This design comes from an exercise in tuning for small area, a short achievable clock period and few clock cycles per item on the open sky130 flow, not from production work. Function was checked by simulation only, so behaviour that the tests miss may differ from the original. In runs 4 to 6 the design's own scripts or RTL, not TritonCTS, make the clock network. The flow treats the clock pin as an ideal source. Dropping or thinning the clock tree relies on that and would not hold on a real chip.

==> flow/design.v <==
module RCL(
    clk,
    rst_n,
    in_valid,
    coef_Q,
    coef_L,
    out_valid,
    out
);
input clk, rst_n, in_valid;
input [4:0] coef_Q, coef_L;
output reg out_valid;
output reg [1:0] out;
reg [4:0] l1, q1;
reg [9:0] x, d;
reg [1:0] cnt;
wire first = cnt[0] & ~cnt[1];    
wire third = cnt[0] & cnt[1];     
wire nfirst = ~first;
wire [4:0] qm = third ? 5'd1 : q1;
wire [9:0] x_next, d_next;
wire [2:0] s_hi;
wire [6:0] s_lo;
wire [14:0] f;
wire n1 = (~x[0] & nfirst);
wire n2 = ~(l1[0] & qm[0]);
wire n3;
RCL_xn un3 (.a(n1), .b(n2), .y(n3));
wire n4 = ~(~x[1] & nfirst);
wire n5 = ~(l1[0] & qm[1]);
wire n6 = ~(l1[1] & qm[0]);
wire n7, n8;
RCL_fa un7 (.a(n4), .b(n5), .c(n6), .s(n7), .co(n8));
wire n9 = (n1 & ~n2);
wire n10;
RCL_xn un10 (.a(n9), .b(n7), .y(n10));
wire n11 = ~(l1[0] & qm[2]);
wire n12 = ~(l1[1] & qm[1]);
wire n13, n14;
RCL_fa un13 (.a(n11), .b(n12), .c(n8), .s(n13), .co(n14));
wire n15 = ~(l1[2] & qm[0]);
wire n16 = ~(n9 & ~n7);
wire n17, n18;
RCL_fa un17 (.a(n15), .b(n16), .c(n13), .s(n17), .co(n18));
wire n19 = (~x[2] & nfirst);
wire n20;
RCL_xn un20 (.a(n19), .b(n17), .y(n20));
wire n21 = ~(l1[0] & qm[3]);
wire n22, n23;
RCL_fa un22 (.a(n21), .b(n14), .c(n18), .s(n22), .co(n23));
wire n24 = ~(l1[2] & qm[1]);
wire n25 = ~(l1[3] & qm[0]);
wire n26, n27;
RCL_fa un26 (.a(n24), .b(n25), .c(n22), .s(n26), .co(n27));
wire n28 = ~(l1[1] & qm[2]);
wire n29 = ~(n19 & ~n17);
wire n30, n31;
RCL_fa un30 (.a(n28), .b(n29), .c(n26), .s(n30), .co(n31));
wire n32 = (~x[3] & nfirst);
wire n33;
RCL_xn un33 (.a(n32), .b(n30), .y(n33));
wire n34 = ~(l1[1] & qm[3]);
wire n35 = ~(l1[2] & qm[2]);
wire n36 = ~(l1[3] & qm[1]);
wire n37, n38;
RCL_fa un37 (.a(n34), .b(n35), .c(n36), .s(n37), .co(n38));
wire n39, n40;
RCL_fa un39 (.a(n37), .b(n23), .c(n27), .s(n39), .co(n40));
wire n41 = ~(~x[4] & nfirst);
wire n42, n43;
RCL_fa un42 (.a(n41), .b(n31), .c(n39), .s(n42), .co(n43));
wire n44 = ~(l1[0] & qm[4]);
wire n45 = ~(l1[4] & qm[0]);
wire n46 = ~n42;
wire n47, n48;
RCL_fa un47 (.a(n44), .b(n45), .c(n46), .s(n47), .co(n48));
wire n49 = (n32 & ~n30);
wire n50;
RCL_x2 un50 (.a(n49), .b(n47), .y(n50));
wire n51 = ~(l1[3] & qm[2]);
wire n52 = ~(l1[2] & qm[3]);
wire n53, n54;
RCL_fa un53 (.a(n52), .b(n40), .c(n43), .s(n53), .co(n54));
wire n55 = (~x[5] & nfirst);
wire n56 = ~(l1[1] & qm[4]);
wire n57 = ~(l1[4] & qm[1]);
wire n58, n59;
RCL_fa un58 (.a(n55), .b(n56), .c(n57), .s(n58), .co(n59));
wire n60 = ~n53;
wire n61, n62;
RCL_fa un61 (.a(n58), .b(n60), .c(n48), .s(n61), .co(n62));
wire n63;
RCL_xn un63 (.a(n51), .b(n38), .y(n63));
wire n64 = (n49 & n47);
wire n65, n66;
RCL_fa un65 (.a(n63), .b(n64), .c(n61), .s(n65), .co(n66));
wire n67 = ~(l1[2] & qm[4]);
wire n68 = ~(l1[4] & qm[2]);
wire n69, n70;
RCL_fa un69 (.a(n67), .b(n68), .c(n59), .s(n69), .co(n70));
wire n71, n72;
RCL_fa un71 (.a(n69), .b(n62), .c(n66), .s(n71), .co(n72));
wire n73 = (~x[6] & nfirst);
wire n74 = (l1[3] & qm[3]);
wire n75 = ~(n51 & n38);
wire n76, n77;
RCL_fa un76 (.a(n73), .b(n74), .c(n75), .s(n76), .co(n77));
wire n78 = ~n54;
wire n79, n80;
RCL_fa un79 (.a(n76), .b(n78), .c(n71), .s(n79), .co(n80));
wire n81 = ~(l1[3] & qm[4]);
wire n82, n83;
RCL_fa un82 (.a(n81), .b(n70), .c(n77), .s(n82), .co(n83));
wire n84 = (~x[7] & nfirst);
wire n85 = ~(l1[4] & qm[3]);
wire n86, n87;
RCL_fa un86 (.a(n84), .b(n85), .c(n82), .s(n86), .co(n87));
wire n88, n89;
RCL_fa un88 (.a(n86), .b(n72), .c(n80), .s(n88), .co(n89));
wire n90 = (l1[4] & qm[4]);
wire n91, n92;
RCL_fa un91 (.a(n90), .b(n83), .c(n87), .s(n91), .co(n92));
wire n93 = (x[8] & nfirst);
wire n94, n95;
RCL_fa un94 (.a(n93), .b(n91), .c(n89), .s(n94), .co(n95));
wire n96 = (x[9] & nfirst);
wire n97;
RCL_xn un97 (.a(n96), .b(n92), .y(n97));
wire n98;
RCL_x2 un98 (.a(n97), .b(n95), .y(n98));
wire n99 = ~n3;
wire n100 = ~n10;
wire n101 = ~n20;
wire n102 = ~n33;
wire n103 = ~n50;
wire n104 = ~n65;
wire n105 = ~n79;
wire n106 = ~n88;
wire n107 = ~(d[0] & nfirst);
wire n108;
RCL_xn un108 (.a(l1[0]), .b(n107), .y(n108));
wire n109 = ~(d[1] & nfirst);
wire n110 = (l1[0] & ~n107);
wire n111;
RCL_xn un111 (.a(n109), .b(n110), .y(n111));
wire n112 = ~l1[1];
wire n113 = ~(l1[0] & l1[1]);
wire n114 = ~(d[2] & nfirst);
wire n115, n116;
RCL_fa un115 (.a(n112), .b(n113), .c(n114), .s(n115), .co(n116));
wire n117 = (~n109 & n110);
wire n118;
RCL_xn un118 (.a(n115), .b(n117), .y(n118));
wire n119 = ~(l1[0] & l1[2]);
wire n120 = ~(d[3] & nfirst);
wire n121, n122;
RCL_fa un121 (.a(n119), .b(n120), .c(n116), .s(n121), .co(n122));
wire n123 = (~n115 & n117);
wire n124;
RCL_xn un124 (.a(n121), .b(n123), .y(n124));
wire n125 = ~(l1[0] & l1[3]);
wire n126 = ~(l1[1] & l1[2]);
wire n127, n128;
RCL_fa un127 (.a(n125), .b(n126), .c(n122), .s(n127), .co(n128));
wire n129 = ~l1[2];
wire n130 = ~(d[4] & nfirst);
wire n131, n132;
RCL_fa un131 (.a(n129), .b(n130), .c(n127), .s(n131), .co(n132));
wire n133 = (~n121 & n123);
wire n134;
RCL_xn un134 (.a(n133), .b(n131), .y(n134));
wire n135 = ~(l1[0] & l1[4]);
wire n136 = (l1[1] & l1[3]);
wire n137 = (~d[5] & nfirst);
wire n138, n139;
RCL_fa un138 (.a(n135), .b(n136), .c(n137), .s(n138), .co(n139));
wire n140 = (n133 & ~n131);
wire n141;
RCL_xn un141 (.a(n128), .b(n132), .y(n141));
wire n142, n143;
RCL_fa un142 (.a(n138), .b(n140), .c(n141), .s(n142), .co(n143));
wire n144 = ~(l1[1] & l1[4]);
wire n145, n146;
RCL_fa un145 (.a(l1[3]), .b(n144), .c(n139), .s(n145), .co(n146));
wire n147 = ~(n128 & n132);
wire n148, n149;
RCL_fa un148 (.a(n145), .b(n147), .c(n143), .s(n148), .co(n149));
wire n150 = (l1[2] & l1[3]);
wire n151 = (d[6] & nfirst);
wire n152, n153;
RCL_fa un152 (.a(n150), .b(n151), .c(n148), .s(n152), .co(n153));
wire n154, n155;
RCL_fa un154 (.a(n146), .b(n149), .c(n153), .s(n154), .co(n155));
wire n156 = ~(l1[2] & l1[4]);
wire n157 = (d[7] & nfirst);
wire n158, n159;
RCL_fa un158 (.a(n156), .b(n157), .c(n154), .s(n158), .co(n159));
wire n160 = ~(l1[3] & l1[4]);
wire n161 = (d[8] & nfirst);
wire n162, n163;
RCL_fa un162 (.a(l1[4]), .b(n160), .c(n161), .s(n162), .co(n163));
wire n164, n165;
RCL_fa un164 (.a(n162), .b(n155), .c(n159), .s(n164), .co(n165));
wire n166 = (d[9] & nfirst);
wire n167;
RCL_xn un167 (.a(n166), .b(n163), .y(n167));
wire n168;
RCL_x2 un168 (.a(n167), .b(n165), .y(n168));
wire n169 = (q1[0] & d[0]);
wire n170;
RCL_xn un170 (.a(n169), .b(n99), .y(n170));
wire n171 = ~(q1[0] & d[1]);
wire n172 = ~(q1[1] & d[0]);
wire n173;
RCL_xn un173 (.a(n171), .b(n172), .y(n173));
wire n174 = ~(n169 & n99);
wire n175;
RCL_x2 un175 (.a(n173), .b(n174), .y(n175));
wire n176 = ~(n173 & n174);
wire n177 = ~(q1[0] & d[2]);
wire n178 = ~(q1[1] & d[1]);
wire n179 = ~(q1[2] & d[0]);
wire n180, n181;
RCL_fa un180 (.a(n177), .b(n178), .c(n179), .s(n180), .co(n181));
wire n182 = ~(~n171 & ~n172);
wire n183 = ~(n99 | n100);
wire n184, n185;
RCL_fa un184 (.a(n182), .b(n180), .c(n183), .s(n184), .co(n185));
wire n186;
RCL_xn un186 (.a(n100), .b(n176), .y(n186));
wire n187;
RCL_x2 un187 (.a(n186), .b(n184), .y(n187));
wire n188 = ~(q1[1] & d[2]);
wire n189 = ~(q1[2] & d[1]);
wire n190 = ~(q1[3] & d[0]);
wire n191, n192;
RCL_fa un191 (.a(n188), .b(n189), .c(n190), .s(n191), .co(n192));
wire n193 = ~(q1[0] & d[3]);
wire n194 = ~(n100 & n176);
wire n195, n196;
RCL_fa un195 (.a(n193), .b(n191), .c(n194), .s(n195), .co(n196));
wire n197 = (n186 & n184);
wire n198 = ~(n99 | n101);
wire n199, n200;
RCL_fa un199 (.a(n197), .b(n195), .c(n198), .s(n199), .co(n200));
wire n201;
RCL_xn un201 (.a(n181), .b(n185), .y(n201));
wire n202;
RCL_x2 un202 (.a(n201), .b(n199), .y(n202));
wire n203 = ~(q1[0] & d[4]);
wire n204 = ~(q1[1] & d[3]);
wire n205 = ~(q1[3] & d[1]);
wire n206 = ~(q1[4] & d[0]);
wire n207, n208;
RCL_fa un207 (.a(n204), .b(n205), .c(n206), .s(n207), .co(n208));
wire n209 = ~(q1[2] & d[2]);
wire n210, n211;
RCL_fa un210 (.a(n209), .b(n207), .c(n196), .s(n210), .co(n211));
wire n212 = ~(n100 | n101);
wire n213, n214;
RCL_fa un213 (.a(n212), .b(n210), .c(n200), .s(n213), .co(n214));
wire n215 = ~(n201 & n199);
wire n216 = ~n213;
wire n217, n218;
RCL_fa un217 (.a(n101), .b(n215), .c(n216), .s(n217), .co(n218));
wire n219 = ~(n181 | n185);
wire n220 = ~(~n99 & ~n102);
wire n221, n222;
RCL_fa un221 (.a(n219), .b(n220), .c(n217), .s(n221), .co(n222));
wire n223;
RCL_xn un223 (.a(n203), .b(n192), .y(n223));
wire n224;
RCL_xn un224 (.a(n223), .b(n221), .y(n224));
wire n225 = ~(q1[1] & d[4]);
wire n226 = ~(q1[4] & d[1]);
wire n227, n228;
RCL_fa un227 (.a(n225), .b(n226), .c(n208), .s(n227), .co(n228));
wire n229, n230;
RCL_fa un229 (.a(n227), .b(n211), .c(n214), .s(n229), .co(n230));
wire n231 = ~(q1[0] & ~d[5]);
wire n232 = ~(q1[2] & d[3]);
wire n233 = ~(q1[3] & d[2]);
wire n234, n235;
RCL_fa un234 (.a(n231), .b(n232), .c(n233), .s(n234), .co(n235));
wire n236 = ~(n100 | n102);
wire n237, n238;
RCL_fa un237 (.a(n234), .b(n236), .c(n229), .s(n237), .co(n238));
wire n239 = ~n237;
wire n240, n241;
RCL_fa un240 (.a(n218), .b(n239), .c(n222), .s(n240), .co(n241));
wire n242 = ~(n203 | n192);
wire n243 = ~(~n99 & ~n103);
wire n244, n245;
RCL_fa un244 (.a(n242), .b(n243), .c(n240), .s(n244), .co(n245));
wire n246 = (n223 & ~n221);
wire n247;
RCL_xn un247 (.a(n246), .b(n244), .y(n247));
wire n248 = ~(q1[4] & d[2]);
wire n249, n250;
RCL_fa un249 (.a(n248), .b(n235), .c(n228), .s(n249), .co(n250));
wire n251 = ~(q1[0] & d[6]);
wire n252 = ~(q1[2] & d[4]);
wire n253 = ~(q1[3] & d[3]);
wire n254, n255;
RCL_fa un254 (.a(n251), .b(n252), .c(n253), .s(n254), .co(n255));
wire n256, n257;
RCL_fa un256 (.a(n254), .b(n249), .c(n230), .s(n256), .co(n257));
wire n258 = ~n102;
wire n259, n260;
RCL_fa un259 (.a(n258), .b(n238), .c(n256), .s(n259), .co(n260));
wire n261 = ~n259;
wire n262, n263;
RCL_fa un262 (.a(n261), .b(n241), .c(n245), .s(n262), .co(n263));
wire n264 = ~(n101 | n102);
wire n265 = ~(n100 | n103);
wire n266 = ~(n99 | n104);
wire n267, n268;
RCL_fa un267 (.a(n264), .b(n265), .c(n266), .s(n267), .co(n268));
wire n269 = ~(q1[1] & ~d[5]);
wire n270 = ~n262;
wire n271, n272;
RCL_fa un271 (.a(n269), .b(n270), .c(n267), .s(n271), .co(n272));
wire n273 = (n246 & ~n244);
wire n274;
RCL_x2 un274 (.a(n273), .b(n271), .y(n274));
wire n275 = ~(q1[1] & d[6]);
wire n276, n277;
RCL_fa un276 (.a(n275), .b(n255), .c(n250), .s(n276), .co(n277));
wire n278, n279;
RCL_fa un278 (.a(n276), .b(n257), .c(n260), .s(n278), .co(n279));
wire n280 = ~(q1[0] & d[7]);
wire n281 = ~(q1[3] & d[4]);
wire n282 = ~(q1[4] & d[3]);
wire n283, n284;
RCL_fa un283 (.a(n280), .b(n281), .c(n282), .s(n283), .co(n284));
wire n285, n286;
RCL_fa un285 (.a(n283), .b(n278), .c(n268), .s(n285), .co(n286));
wire n287 = ~(n101 | n103);
wire n288, n289;
RCL_fa un288 (.a(n287), .b(n272), .c(n285), .s(n288), .co(n289));
wire n290 = ~(n100 | n104);
wire n291 = ~n263;
wire n292, n293;
RCL_fa un292 (.a(n290), .b(n291), .c(n288), .s(n292), .co(n293));
wire n294 = ~(q1[2] & ~d[5]);
wire n295 = ~(n99 | n105);
wire n296, n297;
RCL_fa un296 (.a(n294), .b(n295), .c(n292), .s(n296), .co(n297));
wire n298 = ~(n273 & n271);
wire n299;
RCL_xn un299 (.a(n298), .b(n296), .y(n299));
wire n300 = ~(q1[1] & d[7]);
wire n301 = ~(q1[0] & d[8]);
wire n302 = ~(q1[2] & d[6]);
wire n303 = ~(q1[4] & d[4]);
wire n304, n305;
RCL_fa un304 (.a(n301), .b(n302), .c(n303), .s(n304), .co(n305));
wire n306 = ~(q1[3] & ~d[5]);
wire n307, n308;
RCL_fa un307 (.a(n306), .b(n304), .c(n277), .s(n307), .co(n308));
wire n309 = ~(n102 | n103);
wire n310, n311;
RCL_fa un310 (.a(n307), .b(n309), .c(n279), .s(n310), .co(n311));
wire n312 = ~(n101 | n104);
wire n313, n314;
RCL_fa un313 (.a(n312), .b(n310), .c(n286), .s(n313), .co(n314));
wire n315, n316;
RCL_fa un315 (.a(n289), .b(n313), .c(n293), .s(n315), .co(n316));
wire n317 = ~n103;
wire n318, n319;
RCL_fa un318 (.a(n317), .b(n297), .c(n315), .s(n318), .co(n319));
wire n320 = ~(n100 | n105);
wire n321 = (~n298 & n296);
wire n322, n323;
RCL_fa un322 (.a(n320), .b(n321), .c(n318), .s(n322), .co(n323));
wire n324;
RCL_xn un324 (.a(n300), .b(n284), .y(n324));
wire n325 = ~(~n99 & ~n106);
wire n326, n327;
RCL_fa un326 (.a(n324), .b(n325), .c(n322), .s(n326), .co(n327));
wire n328 = ~(q1[1] & d[8]);
wire n329 = ~(q1[2] & d[7]);
wire n330, n331;
RCL_fa un330 (.a(n328), .b(n329), .c(n305), .s(n330), .co(n331));
wire n332 = ~(q1[3] & d[6]);
wire n333, n334;
RCL_fa un333 (.a(n332), .b(n330), .c(n308), .s(n333), .co(n334));
wire n335 = ~(q1[0] & d[9]);
wire n336, n337;
RCL_fa un336 (.a(n335), .b(n333), .c(n311), .s(n336), .co(n337));
wire n338 = ~(n101 | n105);
wire n339, n340;
RCL_fa un339 (.a(n336), .b(n338), .c(n314), .s(n339), .co(n340));
wire n341, n342;
RCL_fa un341 (.a(n339), .b(n316), .c(n319), .s(n341), .co(n342));
wire n343, n344;
RCL_fa un343 (.a(n323), .b(n341), .c(n327), .s(n343), .co(n344));
wire n345 = ~(q1[4] & ~d[5]);
wire n346 = ~(~n300 & ~n284);
wire n347 = ~(n102 | n104);
wire n348, n349;
RCL_fa un348 (.a(n345), .b(n346), .c(n347), .s(n348), .co(n349));
wire n350 = ~(~n100 & ~n106);
wire n351, n352;
RCL_fa un351 (.a(n348), .b(n350), .c(n343), .s(n351), .co(n352));
wire n353 = ~(q1[2] & d[8]);
wire n354 = ~(q1[1] & d[9]);
wire n355 = ~(q1[3] & d[7]);
wire n356 = ~(q1[4] & d[6]);
wire n357, n358;
RCL_fa un357 (.a(n354), .b(n355), .c(n356), .s(n357), .co(n358));
wire n359, n360;
RCL_fa un359 (.a(n357), .b(n349), .c(n337), .s(n359), .co(n360));
wire n361 = ~n104;
wire n362, n363;
RCL_fa un362 (.a(n334), .b(n361), .c(n359), .s(n362), .co(n363));
wire n364 = ~(n102 | n105);
wire n365, n366;
RCL_fa un365 (.a(n364), .b(n362), .c(n340), .s(n365), .co(n366));
wire n367, n368;
RCL_fa un367 (.a(n365), .b(n342), .c(n344), .s(n367), .co(n368));
wire n369 = ~(n103 | n104);
wire n370, n371;
RCL_fa un370 (.a(n369), .b(n352), .c(n367), .s(n370), .co(n371));
wire n372;
RCL_xn un372 (.a(n353), .b(n331), .y(n372));
wire n373 = ~(~n101 & ~n106);
wire n374, n375;
RCL_fa un374 (.a(n372), .b(n373), .c(n370), .s(n374), .co(n375));
wire n376 = ~(q1[2] & d[9]);
wire n377 = ~(q1[4] & d[7]);
wire n378, n379;
RCL_fa un378 (.a(n376), .b(n377), .c(n358), .s(n378), .co(n379));
wire n380 = ~(q1[3] & d[8]);
wire n381 = ~(~n353 & ~n331);
wire n382, n383;
RCL_fa un382 (.a(n380), .b(n378), .c(n381), .s(n382), .co(n383));
wire n384, n385;
RCL_fa un384 (.a(n382), .b(n360), .c(n363), .s(n384), .co(n385));
wire n386 = ~(n103 | n105);
wire n387, n388;
RCL_fa un387 (.a(n386), .b(n384), .c(n366), .s(n387), .co(n388));
wire n389, n390;
RCL_fa un389 (.a(n387), .b(n368), .c(n371), .s(n389), .co(n390));
wire n391 = ~(~n102 & ~n106);
wire n392, n393;
RCL_fa un392 (.a(n391), .b(n375), .c(n389), .s(n392), .co(n393));
wire n394 = ~(q1[4] & d[8]);
wire n395, n396;
RCL_fa un395 (.a(n394), .b(n379), .c(n383), .s(n395), .co(n396));
wire n397, n398;
RCL_fa un397 (.a(n395), .b(n385), .c(n388), .s(n397), .co(n398));
wire n399 = ~(q1[3] & d[9]);
wire n400 = ~n105;
wire n401 = ~(n104 | n105);
wire n402, n403;
RCL_fa un402 (.a(n399), .b(n400), .c(n401), .s(n402), .co(n403));
wire n404, n405;
RCL_fa un404 (.a(n402), .b(n397), .c(n390), .s(n404), .co(n405));
wire n406 = ~(~n103 & ~n106);
wire n407, n408;
RCL_fa un407 (.a(n406), .b(n393), .c(n404), .s(n407), .co(n408));
wire n409 = ~(q1[4] & d[9]);
wire n410, n411;
RCL_fa un410 (.a(n409), .b(n396), .c(n403), .s(n410), .co(n411));
wire n412 = ~(~n104 & ~n106);
wire n413, n414;
RCL_fa un413 (.a(n412), .b(n410), .c(n398), .s(n413), .co(n414));
wire n415, n416;
RCL_fa un415 (.a(n413), .b(n405), .c(n408), .s(n415), .co(n416));
wire n417 = ~(n105 | n106);
wire n418 = ~n411;
wire n419 = n106 ^ n417 ^ n418;
wire n420 = ~n419;
wire n421 = n420 ^ n414 ^ n416;
wire n422 = ~n142;
assign x_next = {n98, n94, n106, n105, n104, n103, n102, n101, n100, n99};
assign d_next = {n168, n164, n158, n152, n422, n134, n124, n118, n111, n108};
assign s_hi = {n98, n94, ~n106};
assign s_lo = {~n105, ~n104, ~n103, ~n102, ~n101, ~n100, ~n99};
assign f = {n421, n415, n407, n392, n374, n351, n326, n299, n274, n247, n224, n202, n187, n175, n170};
wire big = ~((s_hi == 3'b000) | ((s_hi == 3'b111) & (s_lo != 7'd0)));
wire lt = ~big & f[14];
wire eq = ~big & (f == 15'd0);
always @(posedge clk) begin
	l1 <= coef_L;
	q1 <= coef_Q;
	x <= x_next;
	d <= d_next;
end
always @(posedge clk or negedge rst_n) begin
	if (!rst_n) begin
		cnt <= 2'd0;
		out_valid <= 1'b0;
		out <= 2'd0;
	end else begin
		cnt <= in_valid ? cnt + 2'd1 : 2'd0;
		out_valid <= third;
		out <= third ? {lt, eq} : 2'd0;
	end
end
endmodule
module RCL_fa(a, b, c, s, co);
input a, b, c;
output s, co;
assign s = a ^ b ^ c;
assign co = (a & b) | (a & c) | (b & c);
endmodule
module RCL_x2(a, b, y);
input a, b;
output y;
assign y = a ^ b;
endmodule
module RCL_xn(a, b, y);
input a, b;
output y;
assign y = ~(a ^ b);
endmodule
module RCL_ha(a, b, s, co);
input a, b;
output s, co;
assign s = a ^ b;
assign co = a & b;
endmodule
==> flow/flow/run.sh <==
#!/bin/bash
# Standard layout, with the port buffers made of sky130_fd_sc_hd__buf_1 cells
# and the clock tree built with the arguments below.
set -euo pipefail
echo 'export BUFFER_PORTS_ARGS = -buffer_cell sky130_fd_sc_hd__buf_1' >> config.mk
export CTS_ARGS="-repair_clock_nets -dont_use_dummy_load -root_buf sky130_fd_sc_hd__clkbuf_16 -buf_list sky130_fd_sc_hd__clkbuf_16"
bash standard.sh > standard.log 2>&1
==> flow/standard.sh <==
#!/bin/bash
# synth_recipe.tcl (not shown) runs the flow's synth.tcl, then flattens the netlist and writes it again
# the make line also repeats each setting of config.mk as NAME=value (left out here)
make -C /OpenROAD-flow-scripts/flow DESIGN_CONFIG=/design/flow/config.mk WORK_HOME=/design/flow/orfs CLKGATE_MAP_FILE= SYNTH_SCRIPT=/design/flow/synth_recipe.tcl "${@:-finish}"
==> flow/config.mk <==
export PLATFORM = sky130hd
export DESIGN_NAME = RCL
export DESIGN_NICKNAME = RCL
export VERILOG_FILES = /design/flow/design.v
export SDC_FILE = /design/flow/constraint.sdc
export NUM_CORES = 4
export LEC_CHECK = 0
export CAP_MARGIN = 20
export CORE_MARGIN = 2
export CORE_UTILIZATION = 40
export GPL_TIMING_DRIVEN = 0
export SLEW_MARGIN = 20
export SYNTH_HIERARCHICAL = 1
export BUFFER_PORTS_ARGS = -buffer_cell sky130_fd_sc_hd__buf_1
==> flow/constraint.sdc <==
create_clock -name core_clock -period 80.0 [get_ports {clk}]
set_input_delay 16.0000 -clock core_clock [delete_from_list [all_inputs] [get_ports {clk}]]
set_output_delay 16.0000 -clock core_clock [all_outputs]
set_load 0.01 [all_outputs]
==> flow_summary.ini, run 1 <==
[finish]
area_delta_synth_final_pct = 8.50
nNetsFinal = 527
layout-drive-gt1-share = 0.0319
stdcell_count = 540
mostFrequentLayoutCells = fa_1, nand2_1, nor2_1, dfxtp_1, xnor2_1
antennaDiodeCount = 0
stdcell_area_sq_um = 4440
final_common_cell = fa_1

[route]
num_vias = 2653
dr.first_iter.drc_count = 104
ant_nets = 0
firstDrtPassIters = 4
vias_per_cell = 4.91
wl_per_cell_microns = 15.5
routed_wl_microns = 8340
drcViolationCount = 0

[global_routing]
grt_max_degree = 12
antenna_found_initial = 0
grt_pass1_wl_microns = 14600
first_global_vias = 3034
gr-total-overflow = 0
track_usage = 0.173

[clock_tree]
cts_sinks = 35
root_buffer = clkbuf_16
cts_tree = done
ctsResizeCount = 0
clk_pin_slew_ps = 50
post-cts-setup-buffers = 0
htreeDepth = 2
cts_buffer_depth = 2
cts_hold_buf = 0
clock_latency_ps = 280
numCtsBuffers = 5

[timing]
period_share = 0.210
rsz0062_at_grt = no
fin_crit_ps = 16770
slew_headroom = 0.532
slew_viol_final = 0
setup_viol = 0
setup-tns-final_ps = 0
tightest_slew_ps = 700
final_hold_viol_count = 0
fin_skew_ps = 15.9
fmax_mhz = 59.6

[worst_setup_path]
crit_slowest_cell = dfrtp_1
max_stage_delay_ps = 360
path_buf_inv = 1
required_ps = 64000
cp-start-kind = flip-flop
cp.arrival_ps = 770
end_kind = output pin
crit_chain = buf_1
cpLargestDelayFamily = flip-flops
crit_path_max_fanout = 1
path_class = flip-flop to output pin

[placement]
gp_congestion = 0.856
place_inst = 535
portBuffers = 15
place_area_sq_um = 4320
dpl.hpwl_microns = 6870

[synth]
yosysSeqAreaShare = 0.177
avgSynthCellArea_sq_um = 10.6
yosys_warnings = 7
syn_nets = 505
synth.top_cell.area_share = 0.504
synthCells = 387
yosysUniqueCellTypes = 33
synth_seq_cells = 35
synth_area_sq_um = 4090
yosys-top-cells-area = fa_1, dfxtp_1, nand2_1, xnor2_1, dfrtp_1
yosys.area.top_type = fa_1

[run_status]
status = timing/DRC/antenna clean

[die]
core_sq_um = 9860
row_count = 36
start_util = 0.415
die_y_microns = 105
die_width_microns = 105
die_area_sq_um = 11100
io_pins = 16

[job]
cap_violations = 0

[min_path]
min-delay-path-class = flip-flop to flip-flop
-- per-stage QoR --
stage	hold slack, ps	setup slack [ps]	util
6_report	445	63230	0.450
5_1_grt	467	63200	0.450
4_1_cts	452	63220	0.450
3_5_place_dp	445	63530	0.437
3_3_place_gp	442	63530	0.437
2_1_floorplan	421	63620	-
-- path summary, 6_finish.rpt --
check | cells past startpoint | to | slack [ps] | from
worst min register to register | 1 | d[0] | 450 | l1[0]
min in group asynchronous | 1 | out_valid | 15570 | rst_n
worst max-delay path | 1 | out[0] | 63230 | out[0]
max in group asynchronous | 1 | out[0] | 64210 | rst_n
worst min-delay path | 1 | d[0] | 450 | l1[0]
worst max register to register | 36 | out[0] | 65410 | cnt[0]
-- sequential cells by signal, summed over array words and instances (netlist names) --
name       flops
l1             5
cnt            2
d             10
out_valid      1
out            2
q1             5
x             10
-- Yosys cell counts (all sizes together) --
cell and n:
nand2 85, a41oi 1, buf 2, a2111oi 1, xnor3 1, nor2 30
and3b 1, o21ai 5, nand3 2, nand4 1, dfxtp 30, nand3b 1
and3 1, nor4 5, clkinv 1, fa 103, dfrtp 5, xnor2 24
or2 4, a41o 1, nor3 4, o211a 1, or3 2, nand2b 11
ha 2, xor2 7, and2 7, or2b 1, clkbuf 12, inv 21
nor2b 15
-- final cells by class --
| cell class | count | area [sq um] |
|---|---|---|
| plain buffers | 14 | 61.3 |
| clock buffers | 5 | 125 |
| fillers | 982 | 5420 |
| inverters | 22 | 82.6 |
| multi-input cells | 316 | 3220 |
| flip-flops and latches | 35 | 726 |
| well taps | 133 | 166 |
| repair buffers | 15 | 56.3 |
-- modules after synthesis, one instance, submodules excluded --
module / cell area [sq um] / flip-flops and latches
RCL: 1770 / 35
RCL_fa: 20.0 / 0
RCL_x2: 8.76 / 0
RCL_xn: 8.76 / 0
-- logic make-up (layout without fill, tap and decap cells) --
family / Yosys count / after routing / share of synthesized area
DFF: 35 / 35 / 0.177
xor gates and xnor gates: 32 / 32 / 0.0718
buffers and inverters: 36 / 56 / 0.0352
adders and majority gates: 105 / 105 / 0.510
and+or+nand+nor: 170 / 170 / 0.189
AOI/OAI and AO/OA: 9 / 9 / 0.0168
-- per-layer routing --
| metal | routed length [microns] | global-route usage | up-vias |
|---|---|---|---|
| met4 | 174 | 0.0486 | 0 |
| met3 | 401 | 0.0349 | 13 |
| met1 | 3600 | 0.221 | 1374 |
| met5 | 0 | 0 | - |
| met2 | 4160 | 0.298 | 50 |
| li1 | - | - | 1216 |
Testbench counts, summed over its fixed seeds: cycles 11,992, items 2,400.
==> inputs of run 2 (changes only) <==
==> flow/flow/run.sh (replaced) <==
#!/bin/bash
# Standard layout, with the port buffers made of sky130_fd_sc_hd__buf_1 cells
# and the clock tree built with the arguments below.
set -euo pipefail
echo 'export BUFFER_PORTS_ARGS = -buffer_cell sky130_fd_sc_hd__buf_1' >> config.mk
export CTS_ARGS="-sink_clustering_enable -repair_clock_nets -dont_use_dummy_load -sink_clustering_levels 1 -sink_clustering_size 40 -sink_clustering_max_diameter 1000 -root_buf sky130_fd_sc_hd__clkbuf_16 -buf_list sky130_fd_sc_hd__clkbuf_16"
bash standard.sh > standard.log 2>&1
==> run 2 against run 1 <==
Against the previous run: still clean; maximum frequency is the same; die area did not move; final cell count unchanged; critical path type unchanged.
==> flow_summary.ini, run 2 <==
[route]
vias_per_cell = 4.91
ant_nets = 0
wl_per_cell_microns = 15.5
routed_wl_microns = 8340
dr.first_iter.drc_count = 104
drcViolationCount = 0
firstDrtPassIters = 4
num_vias = 2653

[finish]
area_delta_synth_final_pct = 8.50
nNetsFinal = 527
top_regs = d x10, x x10
fin_util = 0.450
layout-drive-gt1-share = 0.0319
num-fill-cells = 982
antennaDiodeCount = 0
mostFrequentLayoutCells = fa_1, nand2_1, nor2_1, dfxtp_1, xnor2_1
final_common_cell = fa_1

[worst_setup_path]
required_ps = 64000
path_buf_inv = 1
crit_chain = buf_1
crit_slowest_cell = dfrtp_1
path_class = flip-flop to output pin
cpLargestDelayFamily = flip-flops
crit_path_max_fanout = 1
max_stage_delay_ps = 360
end_kind = output pin
cp.arrival_ps = 770
cp-start-kind = flip-flop

[timing]
setup_viol = 0
tightest_slew_ps = 700
fin_crit_ps = 16770
rsz0062_at_grt = no
whs_ps = 445
final_hold_viol_count = 0
period_share = 0.210
setup-tns-final_ps = 0
slew_headroom = 0.532
slew_viol_final = 0
fmax_mhz = 59.6
fin_skew_ps = 15.9

[run_status]
status = timing/DRC/antenna clean

[die]
die_area_sq_um = 11100
io_pins = 16
row_count = 36
die_width_microns = 105
core_sq_um = 9860
start_util = 0.415
die_y_microns = 105

[synth]
synthCells = 387
yosysUniqueCellTypes = 33
synth_common_cells = fa_1, nand2_1, dfxtp_1, nor2_1, xnor2_1
yosysSeqAreaShare = 0.177
synth_area_sq_um = 4090
yosys_warnings = 7
yosysMostFrequentCell = fa_1
yosys-top-cells-area = fa_1, dfxtp_1, nand2_1, xnor2_1, dfrtp_1
syn_nets = 505
synth.top_cell.area_share = 0.504
synthFlopType = dfxtp_1
synth_seq_cells = 35
yosys.area.top_type = fa_1
postSynth.asyncResetShare = 0.143
avgSynthCellArea_sq_um = 10.6
synth_enable_flop_cells = 0

[job]
cap_violations = 0

[placement]
dpl.hpwl_microns = 6870
gp_congestion = 0.856
portBuffers = 15

[clock_tree]
cts_buffer_depth = 2
clk_pin_slew_ps = 50
cts_sinks = 35
cts_tree = done
root_buffer = clkbuf_16
ctsResizeCount = 0
numCtsBuffers = 5
post-cts-setup-buffers = 0
clock_latency_ps = 280
htreeDepth = 2
cts_hold_buf = 0

[global_routing]
grt_max_degree = 12
first_global_vias = 3034
grt_pass1_wl_microns = 14600
gr-total-overflow = 0
antenna_found_initial = 0
track_usage = 0.173

[min_path]
min-delay-path-class = flip-flop to flip-flop
-- run 2: stage by stage --
step           setup WS, ps  instance area [sq um]  cells
2_1_floorplan         63620                   4090    387
3_3_place_gp          63530                   4320    535
3_5_place_dp          63530                   4320    535
4_1_cts               63220                   4440    540
5_1_grt               63200                   4440    540
6_report              63230                   4440    540
-- run 2: cells by family after synthesis --
group                    after synthesis  share of synthesized area
AND/OR/NAND/NOR                      170                      0.189
adder cells (fa/ha/maj)              105                      0.510
buffers and inverters                 36                     0.0352
flip-flops                            35                      0.177
XOR/XNOR                              32                     0.0718
AO/OA/AOI/OAI                          9                     0.0168
-- run 2: final cells by class --
class / instances / area, sq um / area share
multi-input combinational: 316 / 3220 / 0.726
sequential: 35 / 726 / 0.163
tap: 133 / 166 / 0.0375
clock buffer: 5 / 125 / 0.0282
inverter: 22 / 82.6 / 0.0186
buffer: 14 / 61.3 / 0.0138
timing repair buffer: 15 / 56.3 / 0.0127
-- run 2: worst paths after layout --
check | from | to | slack (ps) | cells past startpoint
worst max-delay path | out[0] | out[0] | 63230 | 1
worst min-delay path | l1[0] | d[0] | 450 | 1
worst max register to register | cnt[0] | out[0] | 65410 | 36
worst min register to register | l1[0] | d[0] | 450 | 1
max in group asynchronous | rst_n | out[0] | 64210 | 1
min in group asynchronous | rst_n | out_valid | 15570 | 1
-- run 2: per-module statistics from Yosys (local to each module, per instance) --
module / flops+latches / times used / cells inside
RCL: 35 / 1 / 254
RCL_fa: 0 / 103 / 1
RCL_x2: 0 / 7 / 1
RCL_xn: 0 / 23 / 1
-- run 2: layer usage --
metal,vias to the layer above,GRT usage,share of wire
li1,1216,-,-
met1,1374,0.221,0.43
met2,50,0.298,0.50
met3,13,0.0349,0.048
met4,0,0.0486,0.021
met5,-,0,0
==> inputs of run 3 (changes only) <==
==> flow/flow/run.sh (replaced) <==
#!/bin/bash
# Standard layout, with the port buffers made of sky130_fd_sc_hd__buf_1 cells
# and a clock tree without dummy loads.
set -euo pipefail
echo 'export BUFFER_PORTS_ARGS = -buffer_cell sky130_fd_sc_hd__buf_1' >> config.mk
export CTS_ARGS="-sink_clustering_enable -repair_clock_nets -dont_use_dummy_load"
bash standard.sh > standard.log 2>&1
==> run 3 against run 2 <==
Against the previous run: still clean on timing, DRC and antenna; area after synthesis stayed put; die area did not move; cell area fell by 1.3%; core utilization down 0.57 points; clock-buffer cell count unchanged; non-clock buffer count unchanged; critical path depth is the same; wire length is 0.68% lower; maximum frequency is 0.10% lower; critical path type unchanged.
==> flow_summary.ini, run 3 <==
[run_status]
status = timing/DRC/antenna clean

[finish]
antennaDiodeCount = 0
fin_util = 0.444
final_common_cell = fa_1
mostFrequentLayoutCells = fa_1, nand2_1, nor2_1, dfxtp_1, xnor2_1
stdcell_area_sq_um = 4380
nNetsFinal = 527
top_regs = d x10, x x10
layout-drive-gt1-share = 0.0319
multiInputGateArea_sq_um = 3220
area_delta_synth_final_pct = 7.12
num-fill-cells = 991
register_area_sq_um = 726

[worst_setup_path]
cp.arrival_ps = 790
crit_path_max_fanout = 1
required_ps = 64000
crit_slowest_cell = dfrtp_1
reg2reg_setup_slack_ps = 65440
path_buf_inv = 1
end_kind = output pin
max_stage_delay_ps = 370
cp-start-kind = flip-flop
cpLargestDelayFamily = flip-flops
crit_chain = buf_1
path_class = flip-flop to output pin

[timing]
slew_viol_final = 0
whs_ps = 448
tightest_slew_ps = 703
final_hold_viol_count = 0
fin_ws_ps = 63210
period_share = 0.210
setup-tns-final_ps = 0
fmax_mhz = 59.6
fin_crit_ps = 16790
slew_headroom = 0.530
setup_viol = 0
fin_skew_ps = 19.6
rsz0062_at_grt = no

[die]
io_pins = 16
core_sq_um = 9860
die_width_microns = 105
die_y_microns = 105
start_util = 0.415
die_area_sq_um = 11100
row_count = 36

[clock_tree]
post-cts-setup-buffers = 0
cts_buffer_depth = 2
cts_hold_buf = 0
ctsResizeCount = 0
clk_pin_slew_ps = 70
root_buffer = clkbuf_8
cts_tree = done
htreeDepth = 2
clock_latency_ps = 290
cts_sinks = 35
numCtsBuffers = 5

[synth]
syn_nets = 505
yosys_warnings = 7
synthCells = 387
synth_enable_flop_cells = 0
synthFlopType = dfxtp_1
yosysMostFrequentCell = fa_1
postSynth.asyncResetShare = 0.143
avgSynthCellArea_sq_um = 10.6
synth.top_cell.area_share = 0.504
synth_common_cells = fa_1, nand2_1, dfxtp_1, nor2_1, xnor2_1
yosys.area.top_type = fa_1
synth_area_sq_um = 4090
synth_seq_cells = 35
yosys-top-cells-area = fa_1, dfxtp_1, nand2_1, xnor2_1, dfrtp_1
yosysUniqueCellTypes = 33
yosysSeqAreaShare = 0.177

[placement]
gp_congestion = 0.856
pre_cts_slack_ps = 63530
dpl.hpwl_microns = 6870
place_area_sq_um = 4320
portBuffers = 15

[route]
routed_wl_microns = 8290
firstDrtPassIters = 4
vias_per_cell = 4.90
wl_per_cell_microns = 15.3
dr.first_iter.drc_count = 90
drcViolationCount = 0
num_vias = 2645
ant_nets = 0

[min_path]
min-delay-path-class = flip-flop to flip-flop

[job]
cap_violations = 0

[global_routing]
gr-total-overflow = 0
grt_pass1_wl_microns = 14600
track_usage = 0.172
grt_max_degree = 12
antenna_found_initial = 0
first_global_vias = 3032
-- run 3: changes by cell type in the layout (fill, tap and decap cells not counted) --
cell       delta
clkbuf_16     -5
clkbuf_8      +5
-- run 3: logic make-up (layout without fill, tap and decap cells) --
kind of cell / count (synthesis) / after routing / synth area share
xor gates and xnor gates: 32 / 32 / 0.0718
and+or+nand+nor: 170 / 170 / 0.189
adders and majority gates: 105 / 105 / 0.510
buffers and inverters: 36 / 56 / 0.0352
AOI/OAI and AO/OA: 9 / 9 / 0.0168
DFF: 35 / 35 / 0.177
-- run 3: worst paths after layout --
kind / startpoint / endpoint / cells after the start
worst max-delay path: out[0] / out[0] / 1
worst min-delay path: l1[0] / d[0] / 1
worst max register to register: cnt[0] / out[0] / 36
worst min register to register: l1[0] / d[0] / 1
max in group asynchronous: rst_n / out[0] / 1
min in group asynchronous: rst_n / out_valid / 1
-- run 3: layer usage --
metal,GRT usage,vias up,share of wire
met5,0,-,0
met4,0.0438,0,0.016
met3,0.0331,11,0.043
met2,0.296,42,0.51
met1,0.222,1377,0.44
li1,-,1215,-
-- run 3: metrics by stage --
| step | cells |
|---|---|
| 6_report | 540 |
| 5_1_grt | 540 |
| 3_5_place_dp | 535 |
| 2_1_floorplan | 387 |
| 3_3_place_gp | 535 |
| 4_1_cts | 540 |
-- run 3: cell type report --
| class | instances | share of cell area |
|---|---|---|
| Multi-Input combinational cell | 316 | 0.735 |
| Sequential cell | 35 | 0.166 |
| Tap cell | 133 | 0.0380 |
| Inverter | 22 | 0.0188 |
| Clock buffer | 5 | 0.0157 |
| Buffer | 14 | 0.0140 |
| Timing Repair Buffer | 15 | 0.0128 |
-- run 3: Yosys stat by module, one instance, submodules excluded --
module | flip-flops and latches | copies in the design | cells inside
RCL_xn | 0 | 23 | 1
RCL_fa | 0 | 103 | 1
RCL | 35 | 1 | 254
RCL_x2 | 0 | 7 | 1
==> inputs of run 4 (changes only) <==
==> flow/flow/run.sh (replaced) <==
#!/bin/bash
# Standard layout, with the port buffers made of sky130_fd_sc_hd__buf_1 cells
# and the clock tree replaced by one clock buffer (flow/one_clock_buffer.tcl).
set -euo pipefail
here=$(pwd)
echo 'export BUFFER_PORTS_ARGS = -buffer_cell sky130_fd_sc_hd__buf_1' >> config.mk
export POST_CTS_TCL="$here/flow/one_clock_buffer.tcl"
bash standard.sh > standard.log 2>&1
==> flow/flow/one_clock_buffer.tcl (new file) <==
# Runs after ORFS's clock tree synthesis (POST_CTS_TCL hook). The design has
# few registers, so the tree is replaced by one level of clock buffers: the
# clock port drives CLOCK_BUFS buffers, each of which drives the clock pins of
# the registers nearest to it (the registers split by x coordinate).
set nbuf 2
set bufcell sky130_fd_sc_hd__clkbuf_8
set block [ord::get_db_block]
set db [ord::get_db]
set clk_net [[$block findBTerm clk] getNet]

# the clock tree's buffers and dummy loads, and the nets they drive
set tree_insts {}
set tree_nets {}
foreach inst [$block getInsts] {
  set name [$inst getName]
  if { [string match "clkbuf_*" $name] || [string match "clkload*" $name] } {
    lappend tree_insts $inst
    set out [$inst findITerm X]
    if { $out == "NULL" } { set out [$inst findITerm Y] }
    if { $out != "NULL" && [$out getNet] != "NULL" } { lappend tree_nets [$out getNet] }
  }
}

set regs {}
foreach inst [$block getInsts] {
  if { [string match "sky130_fd_sc_hd__df*" [[$inst getMaster] getName]] } {
    lappend regs [list [lindex [$inst getLocation] 0] $inst]
  }
}
set regs [lsort -integer -index 0 $regs]
set n [llength $regs]
foreach inst $tree_insts { odb::dbInst_destroy $inst }
foreach net $tree_nets { odb::dbNet_destroy $net }

set master [$db findMaster $bufcell]
for { set b 0 } { $b < $nbuf } { incr b } {
  set lo [expr { $b * $n / $nbuf }]
  set hi [expr { ($b + 1) * $n / $nbuf }]
  set net [odb::dbNet_create $block clknet_$b]
  $net setSigType CLOCK
  set sx 0
  set sy 0
  foreach r [lrange $regs $lo [expr { $hi - 1 }]] {
    set inst [lindex $r 1]
    set it [$inst findITerm CLK]
    $it disconnect
    $it connect $net
    set loc [$inst getLocation]
    incr sx [lindex $loc 0]
    incr sy [lindex $loc 1]
  }
  set buf [odb::dbInst_create $block $master clkbuf_$b]
  [$buf findITerm A] connect $clk_net
  [$buf findITerm X] connect $net
  set k [expr { $hi - $lo }]
  $buf setLocation [expr { $sx / $k }] [expr { $sy / $k }]
  $buf setPlacementStatus PLACED
}
puts "one_clock_buffer: $n registers on $nbuf buffers, removed [llength $tree_insts] tree cells"
detailed_placement
estimate_parasitics -placement
report_clock_skew
==> run 4 against run 3 <==
Against the previous run: worst setup slack gained 130 ps; sequential share of layout area is 0.16 points higher; wire length decreased by 1.1%; cell area fell by 0.94%; register-to-register slack worse by 60 ps; critical path depth unchanged; via count decreased by 0.95%; hold slack improved by 8.6 ps; area after synthesis did not move; synthesized cell count unchanged.
==> flow_summary.ini, run 4 <==
[route]
drcViolationCount = 0
vias_per_cell = 4.88
ant_nets = 0
num_vias = 2620
dr.first_iter.drc_count = 83
firstDrtPassIters = 5
wl_per_cell_microns = 15.3
routed_wl_microns = 8190

[synth]
synthFlopType = dfxtp_1
synthCells = 387
synth_seq_cells = 35
yosys.area.top_type = fa_1
yosys-top-cells-area = fa_1, dfxtp_1, nand2_1, xnor2_1, dfrtp_1
avgSynthCellArea_sq_um = 10.6
syn_nets = 505
yosysUniqueCellTypes = 33
synth_common_cells = fa_1, nand2_1, dfxtp_1, nor2_1, xnor2_1
yosys_warnings = 7
synth.top_cell.area_share = 0.504
yosysMostFrequentCell = fa_1
yosysSeqAreaShare = 0.177
synth_enable_flop_cells = 0
postSynth.asyncResetShare = 0.143
synth_area_sq_um = 4090

[placement]
gp_congestion = 0.856
dpl.hpwl_microns = 6870
portBuffers = 15
pre_cts_slack_ps = 63530

[timing]
slew_headroom = 0.513
slew_viol_final = 0
fin_crit_ps = 16660
setup-tns-final_ps = 0
fin_ws_ps = 63340
fin_skew_ps = 15.8
fmax_mhz = 60.0
period_share = 0.208
rsz0062_at_grt = no
tightest_slew_ps = 728
final_hold_viol_count = 0
setup_viol = 0

[die]
die_y_microns = 105
start_util = 0.415
io_pins = 16
row_count = 36
core_sq_um = 9860
die_width_microns = 105
die_area_sq_um = 11100

[clock_tree]
clock_latency_ps = 170
cts_sinks = 35
clk_pin_slew_ps = 120

[global_routing]
track_usage = 0.167
antenna_found_initial = 0
grt_pass1_wl_microns = 14500
first_global_vias = 3021
grt_max_degree = 19
gr-total-overflow = 0

[worst_setup_path]
required_ps = 64000
path_buf_inv = 1
end_kind = output pin
crit_start = out[0]
cp-start-kind = flip-flop
r2r-start = cnt[0]
max_stage_delay_ps = 380
crit_path_max_fanout = 1
cp.arrival_ps = 660
cpLargestDelayFamily = flip-flops
crit_chain = buf_1
path_class = flip-flop to output pin
crit_slowest_cell = dfrtp_1
rr_endpoint = out[0]
endpoint = out[0]
path_depth = 1
reg2reg_setup_slack_ps = 65380
rr_worst_depth = 36

[finish]
final_common_cell = fa_1
top_regs = d x10, x x10
area_delta_synth_final_pct = 6.11
nNetsFinal = 524
fin_util = 0.440
mostFrequentLayoutCells = fa_1, nand2_1, nor2_1, dfxtp_1, xnor2_1
layout-drive-gt1-share = 0.0248
antennaDiodeCount = 0

[run_status]
status = timing/DRC/antenna clean

[min_path]
min-delay-path-class = flip-flop to flip-flop

[job]
cap_violations = 0
-- run 4: how the worst min path moves through the flow --
| stage | startpoint | endpoint | slack, ps | depth (start not counted) |
|---|---|---|---|---|
| floorplan | l1[0] | d[0] | 420 | 1 |
| global placement | l1[0] | d[0] | 440 | 1 |
| detailed placement | l1[0] | d[0] | 440 | 1 |
| global route | l1[0] | d[0] | 480 | 1 |
| finish | l1[0] | d[0] | 460 | 1 |
-- run 4: Yosys stat by module (local to each module, per instance) --
module	times used	flops+latches	cells inside	cell area, sq um
RCL	1	35	254	1770
RCL_fa	103	0	1	20.0
RCL_x2	7	0	1	8.76
RCL_xn	23	0	1	8.76
-- run 4: area by class of cell --
| class | count | area, sq um |
|---|---|---|
| plain buffers | 16 | 88.8 |
| flip-flops and latches | 35 | 726 |
| well taps | 133 | 166 |
| inverters | 22 | 82.6 |
| fillers | 995 | 5520 |
| multi-input cells | 316 | 3220 |
| repair buffers | 15 | 56.3 |
-- run 4: logic make-up (layout without fill, tap and decap cells) --
kind of cell | after synthesis | after routing | synth area share
AND/OR/NAND/NOR | 170 | 170 | 0.189
buffers and inverters | 36 | 53 | 0.0352
AO/OA/AOI/OAI | 9 | 9 | 0.0168
adder cells (fa/ha/maj) | 105 | 105 | 0.510
XOR/XNOR | 32 | 32 | 0.0718
flip-flops | 35 | 35 | 0.177
-- run 4: routing by layer --
metal | global-route usage | vias to the layer above | share of wire
li1 | - | 1210 | -
met1 | 0.222 | 1361 | 0.44
met2 | 0.297 | 38 | 0.51
met3 | 0.0162 | 11 | 0.036
met4 | 0.0352 | 0 | 0.019
met5 | 0 | - | 0
-- run 4: worst reg2reg max path: cells and delay by family (launching register included) --
family | cells | cell delay, ps
flops | 1 | 410
xor+xnor | 1 | 530
fa+ha+maj | 25 | 10830
simple gates | 5 | 1450
buf+inv | 4 | 870
compound gates | 1 | 400
-- run 4: stage by stage --
stage / hold WS [ps] / cells / area [sq um]
after floorplan: 421 / 387 / 4090
after global placement: 442 / 535 / 4320
after detailed placement: 445 / 535 / 4320
after global routing: 479 / 537 / 4340
final: 456 / 537 / 4340
==> inputs of run 5 (changes only) <==
--- a/flow/flow/one_clock_buffer.tcl
+++ b/flow/flow/one_clock_buffer.tcl
@@ -4,3 +4,3 @@
 # the registers nearest to it (the registers split by x coordinate).
-set nbuf 2
+set nbuf 3
 set bufcell sky130_fd_sc_hd__clkbuf_8
==> run 5 against run 4 <==
Against the previous run: global-route usage increased by 0.13 points; register-to-register slack improved by 50 ps; wire length increased by 0.28%; critical path depth unchanged; die area unchanged; first-iteration DRC count increased by 2.4%; core utilization increased by 0.14 points; maximum frequency increased by 0.22%.
==> flow_summary.ini, run 5 <==
[route]
wl_per_cell_microns = 15.3
ant_nets = 0
drcViolationCount = 0
vias_per_cell = 4.88
dr.first_iter.drc_count = 85
num_vias = 2624
firstDrtPassIters = 4
routed_wl_microns = 8220

[global_routing]
gr-total-overflow = 0
first_global_vias = 3039
grt_pass1_wl_microns = 14600
track_usage = 0.168
antenna_found_initial = 0
grt_max_degree = 13

[timing]
setup_viol = 0
fmax_mhz = 60.2
tightest_slew_ps = 687
slew_viol_final = 0
fin_crit_ps = 16620
fin_skew_ps = 18.2
final_hold_viol_count = 0
period_share = 0.208
setup-tns-final_ps = 0
whs_ps = 451
slew_headroom = 0.541
rsz0062_at_grt = no

[finish]
area_delta_synth_final_pct = 6.45
register_area_sq_um = 726
antennaDiodeCount = 0
multiInputGateArea_sq_um = 3220
top_regs = d x10, x x10
num-fill-cells = 994
mostFrequentLayoutCells = fa_1, nand2_1, nor2_1, dfxtp_1, xnor2_1
layout-drive-gt1-share = 0.0272
nNetsFinal = 525
final_common_cell = fa_1

[synth]
synth_area_sq_um = 4090
synth_seq_cells = 35
avgSynthCellArea_sq_um = 10.6
synth.top_cell.area_share = 0.504
yosys.area.top_type = fa_1
synthCells = 387
yosysMostFrequentCell = fa_1
syn_nets = 505
yosys_warnings = 7
synth_common_cells = fa_1, nand2_1, dfxtp_1, nor2_1, xnor2_1
yosys-top-cells-area = fa_1, dfxtp_1, nand2_1, xnor2_1, dfrtp_1
yosysSeqAreaShare = 0.177
synthFlopType = dfxtp_1
postSynth.asyncResetShare = 0.143
synth_enable_flop_cells = 0
yosysUniqueCellTypes = 33

[placement]
gp_congestion = 0.856
portBuffers = 15
dpl.hpwl_microns = 6870

[worst_setup_path]
path_class = flip-flop to output pin
path_buf_inv = 1
required_ps = 64000
crit_path_max_fanout = 1
rr_worst_depth = 36
end_kind = output pin
cp.arrival_ps = 620
r2r-start = cnt[0]
cpLargestDelayFamily = flip-flops
max_stage_delay_ps = 370
cp-start-kind = flip-flop
crit_slowest_cell = dfrtp_1
reg2reg_setup_slack_ps = 65430
rr_endpoint = out[0]
crit_chain = buf_1

[die]
start_util = 0.415
die_width_microns = 105
die_area_sq_um = 11100
core_sq_um = 9860
io_pins = 16
row_count = 36
die_y_microns = 105

[clock_tree]
clock_latency_ps = 150
cts_sinks = 35
clk_pin_slew_ps = 90

[min_path]
whs_endpoint = d[0]
hold_start = l1[0]
hold_depth = 1
min-delay-path-class = flip-flop to flip-flop

[job]
cap_violations = 0

[run_status]
status = timing/DRC/antenna clean
## run 5: modules after synthesis, one instance, submodules excluded
module  flops+latches  cell area [sq um]  times used
RCL                35               1770           1
RCL_fa              0               20.0         103
RCL_x2              0               8.76           7
RCL_xn              0               8.76          23
## run 5: worst reg2reg max path, delay by kind of cell, from the launching register on
family	cells	cell delay, ps
AO/OA/AOI/OAI	1	400
XOR/XNOR	1	520
adder cells (fa/ha/maj)	25	10830
buffers and inverters	4	860
flip-flops	1	400
AND/OR/NAND/NOR	5	1430
## run 5: cells by family (layout without fill, tap and decap cells)
group	Yosys count	in the layout	synth area share
DFF	35	35	0.177
adders and majority gates	105	105	0.510
AOI/OAI and AO/OA	9	9	0.0168
buffers and inverters	36	54	0.0352
xor gates and xnor gates	32	32	0.0718
and+or+nand+nor	170	170	0.189
## run 5: how the worst max path moves through the flow
stage,start,end,slack (ps),cells after the start
3_5_place_dp,out[0],out[0],63530,1
3_3_place_gp,out[1],out[1],63530,1
6_report,out[0],out[0],63380,1
5_1_grt,out[0],out[0],63350,1
2_1_floorplan,out[0],out[0],63620,0
## run 5: metal layers
metal	vias to the layer above	share of wire	GRT usage
li1	1211	-	-
met1	1369	0.44	0.220
met2	33	0.51	0.300
met3	11	0.028	0.0200
met4	0	0.019	0.0381
met5	-	0	0
## run 5: area by class of cell
| class | count | area share |
|---|---|---|
| buffer | 17 | 0.0235 |
| multi-input combinational | 316 | 0.740 |
| timing repair buffer | 15 | 0.0129 |
| tap | 133 | 0.0382 |
| inverter | 22 | 0.0190 |
| sequential | 35 | 0.167 |
## run 5: metrics by stage
stage                      util  setup slack, ps  cells  cell area, sq um
after global placement    0.437            63530    535              4320
final                     0.442            63380    538              4360
after detailed placement  0.437            63530    535              4320
after global routing      0.442            63350    538              4360
after floorplan               -            63620    387              4090
==> inputs of run 6 (changes only) <==
--- a/flow/flow/one_clock_buffer.tcl
+++ b/flow/flow/one_clock_buffer.tcl
@@ -4,3 +4,3 @@
 # the registers nearest to it (the registers split by x coordinate).
-set nbuf 3
+set nbuf 2
 set bufcell sky130_fd_sc_hd__clkbuf_8
--- a/flow/config.mk
+++ b/flow/config.mk
@@ -9,3 +9,3 @@
 export CORE_MARGIN = 2
-export CORE_UTILIZATION = 40
+export CORE_UTILIZATION = 65
 export GPL_TIMING_DRIVEN = 0
==> run 6 against run 5 <==
Against the previous run: still clean; via count grew 3.0%; hold slack gained 16 ps; clock skew is essentially flat; maximum frequency shrank 0.19%; die area shrank 37%; core utilization grew 27 points.
==> flow_summary.ini, run 6 <==
[clock_tree]
cts_sinks = 35
clock_latency_ps = 170
clk_pin_slew_ps = 120

[synth]
synthCells = 387
avgSynthCellArea_sq_um = 10.6
synth_common_cells = fa_1, nand2_1, dfxtp_1, nor2_1, xnor2_1
yosysMostFrequentCell = fa_1
syn_nets = 505
synthFlopType = dfxtp_1
synthSimpleGateAreaFrac = 0.189
synth_top_family_by_area = adder cells
synth_area_sq_um = 4090
synthMuxAreaShare = 0
synth_compound_area_frac = 0.0168
postSynth.asyncResetShare = 0.143
synth.top_cell.area_share = 0.504
yosys.area.top_type = fa_1
synth_seq_cells = 35
synth_enable_flop_cells = 0
synth_fa_ha_area_frac = 0.510
yosys_warnings = 7
synth_xor_xnor_area_share = 0.0718
yosysUniqueCellTypes = 33
yosys-top-cells-area = fa_1, dfxtp_1, nand2_1, xnor2_1, dfrtp_1
yosysSeqAreaShare = 0.177

[timing]
slew_viol_final = 0
fin_skew_ps = 17.8
fin_crit_ps = 16660
setup_viol = 0
rsz0062_at_grt = no
tightest_slew_ps = 702
setup-tns-final_ps = 0
fin_ws_ps = 63340
period_share = 0.208
final_hold_viol_count = 0
fmax_mhz = 60.0
slew_headroom = 0.530

[job]
cap_violations = 0

[worst_setup_path]
crit_chain = buf_1
max_stage_delay_ps = 380
path_buf_inv = 1
cp-start-kind = flip-flop
cpLargestDelayFamily = flip-flops
reg2reg_setup_slack_ps = 65190
cp.arrival_ps = 660
crit_slowest_cell = dfrtp_1
crit_path_max_fanout = 1
path_class = flip-flop to output pin
required_ps = 64000
end_kind = output pin

[placement]
place_inst = 477
dpl.hpwl_microns = 6930
pre_cts_slack_ps = 63530
portBuffers = 15
gp_congestion = 0.827
place_area_sq_um = 4240

[route]
vias_per_cell = 5.65
firstDrtPassIters = 7
wl_per_cell_microns = 17.5
drcViolationCount = 0
ant_nets = 0
dr.first_iter.drc_count = 111
num_vias = 2704
routed_wl_microns = 8400

[die]
die_width_microns = 83.4
die_y_microns = 83.4
die_area_sq_um = 6950
start_util = 0.683
core_sq_um = 5990
io_pins = 16
row_count = 28

[finish]
mostFrequentLayoutCells = fa_1, nand2_1, nor2_1, dfxtp_1, xnor2_1
top_regs = d x10, x x10
stdcell_area_sq_um = 4270
antennaDiodeCount = 0
stdcell_count = 479
layout-drive-gt1-share = 0.0248
final_common_cell = fa_1
nNetsFinal = 524
area_delta_synth_final_pct = 4.34

[global_routing]
grt_max_degree = 19
antenna_found_initial = 0
gr-total-overflow = 0
grt_pass1_wl_microns = 14900
track_usage = 0.274
first_global_vias = 3179

[run_status]
status = timing/DRC/antenna clean

[min_path]
min-delay-path-class = flip-flop to flip-flop
==> run 6: through the flow <==
step | utilization | hold slack (ps)
2_1_floorplan | - | 421
3_3_place_gp | 0.708 | 426
3_5_place_dp | 0.708 | 465
5_1_grt | 0.713 | 498
6_report | 0.713 | 467
==> run 6: per-module statistics from Yosys (local to each module, per instance) <==
module	flip-flops and latches	times used
RCL_x2	0	7
RCL_xn	0	23
RCL_fa	0	103
RCL	35	1
==> run 6: kinds of logic (layout without fill, tap and decap cells) <==
kind of cell | count (synthesis) | after routing
buf+inv | 36 | 53
simple gates | 170 | 170
compound gates | 9 | 9
flops | 35 | 35
fa+ha+maj | 105 | 105
xor+xnor | 32 | 32
==> run 6: path summary, 6_finish.rpt <==
check / from / endpoint / depth (start not counted)
worst min register to register: l1[0] / d[0] / 1
worst min-delay path: l1[0] / d[0] / 1
min in group asynchronous: rst_n / out[0] / 1
worst max register to register: cnt[0] / out[0] / 36
worst max-delay path: out[0] / out[0] / 1
max in group asynchronous: rst_n / cnt[0] / 1
==> run 6: cell type report <==
type	instances	area [sq um]
Inverter	22	82.6
Tap cell	75	93.8
Sequential cell	35	726
Timing Repair Buffer	15	56.3
Multi-Input combinational cell	316	3220
Fill cell	465	1720
Buffer	16	88.8
==> run 6: per-layer routing <==
metal / part of all wire / vias to the layer above / GRT usage
li1: - / 1206 / -
met1: 0.39 / 1408 / 0.348
met2: 0.53 / 82 / 0.494
met3: 0.069 / 8 / 0.0497
met4: 0.014 / 0 / 0.0596
met5: 0 / - / 0

## separate check: timing with driven ports
No port has a modelled driver above. Below, the same layouts with a new extraction and two added sets of constraints. Step 1, drivers: a clkbuf_16 drives clk and a buf_2 each remaining input, both assumed. Step 2 times the ports against the registers' clock, not the clock port: input delays grow and output delays shrink by t, the midpoint of the rising clock arrivals with the driver on. a / b / c = no drivers / after step 1 / after step 2; a / b = the first two.
run | t, ns | slack for setup (ns) | clock arrival spread, ns | cell pins on the clock port's net
run 1 | 0.306 | 63.230 / 63.200 / 63.506 | 0.016 / 0.016 | 1
run 2 | 0.306 | 63.230 / 63.200 / 63.506 | 0.016 / 0.016 | 1
run 3 | 0.311 | 63.213 / 63.187 / 63.498 | 0.019 / 0.020 | 1
run 4 | 0.199 | 63.340 / 63.304 / 63.502 | 0.016 / 0.015 | 2
run 5 | 0.185 | 63.377 / 63.331 / 63.516 | 0.018 / 0.018 | 3
run 6 | 0.205 | 63.345 / 63.303 / 63.508 | 0.018 / 0.018 | 2
After both steps setup and hold are still met in every run listed.
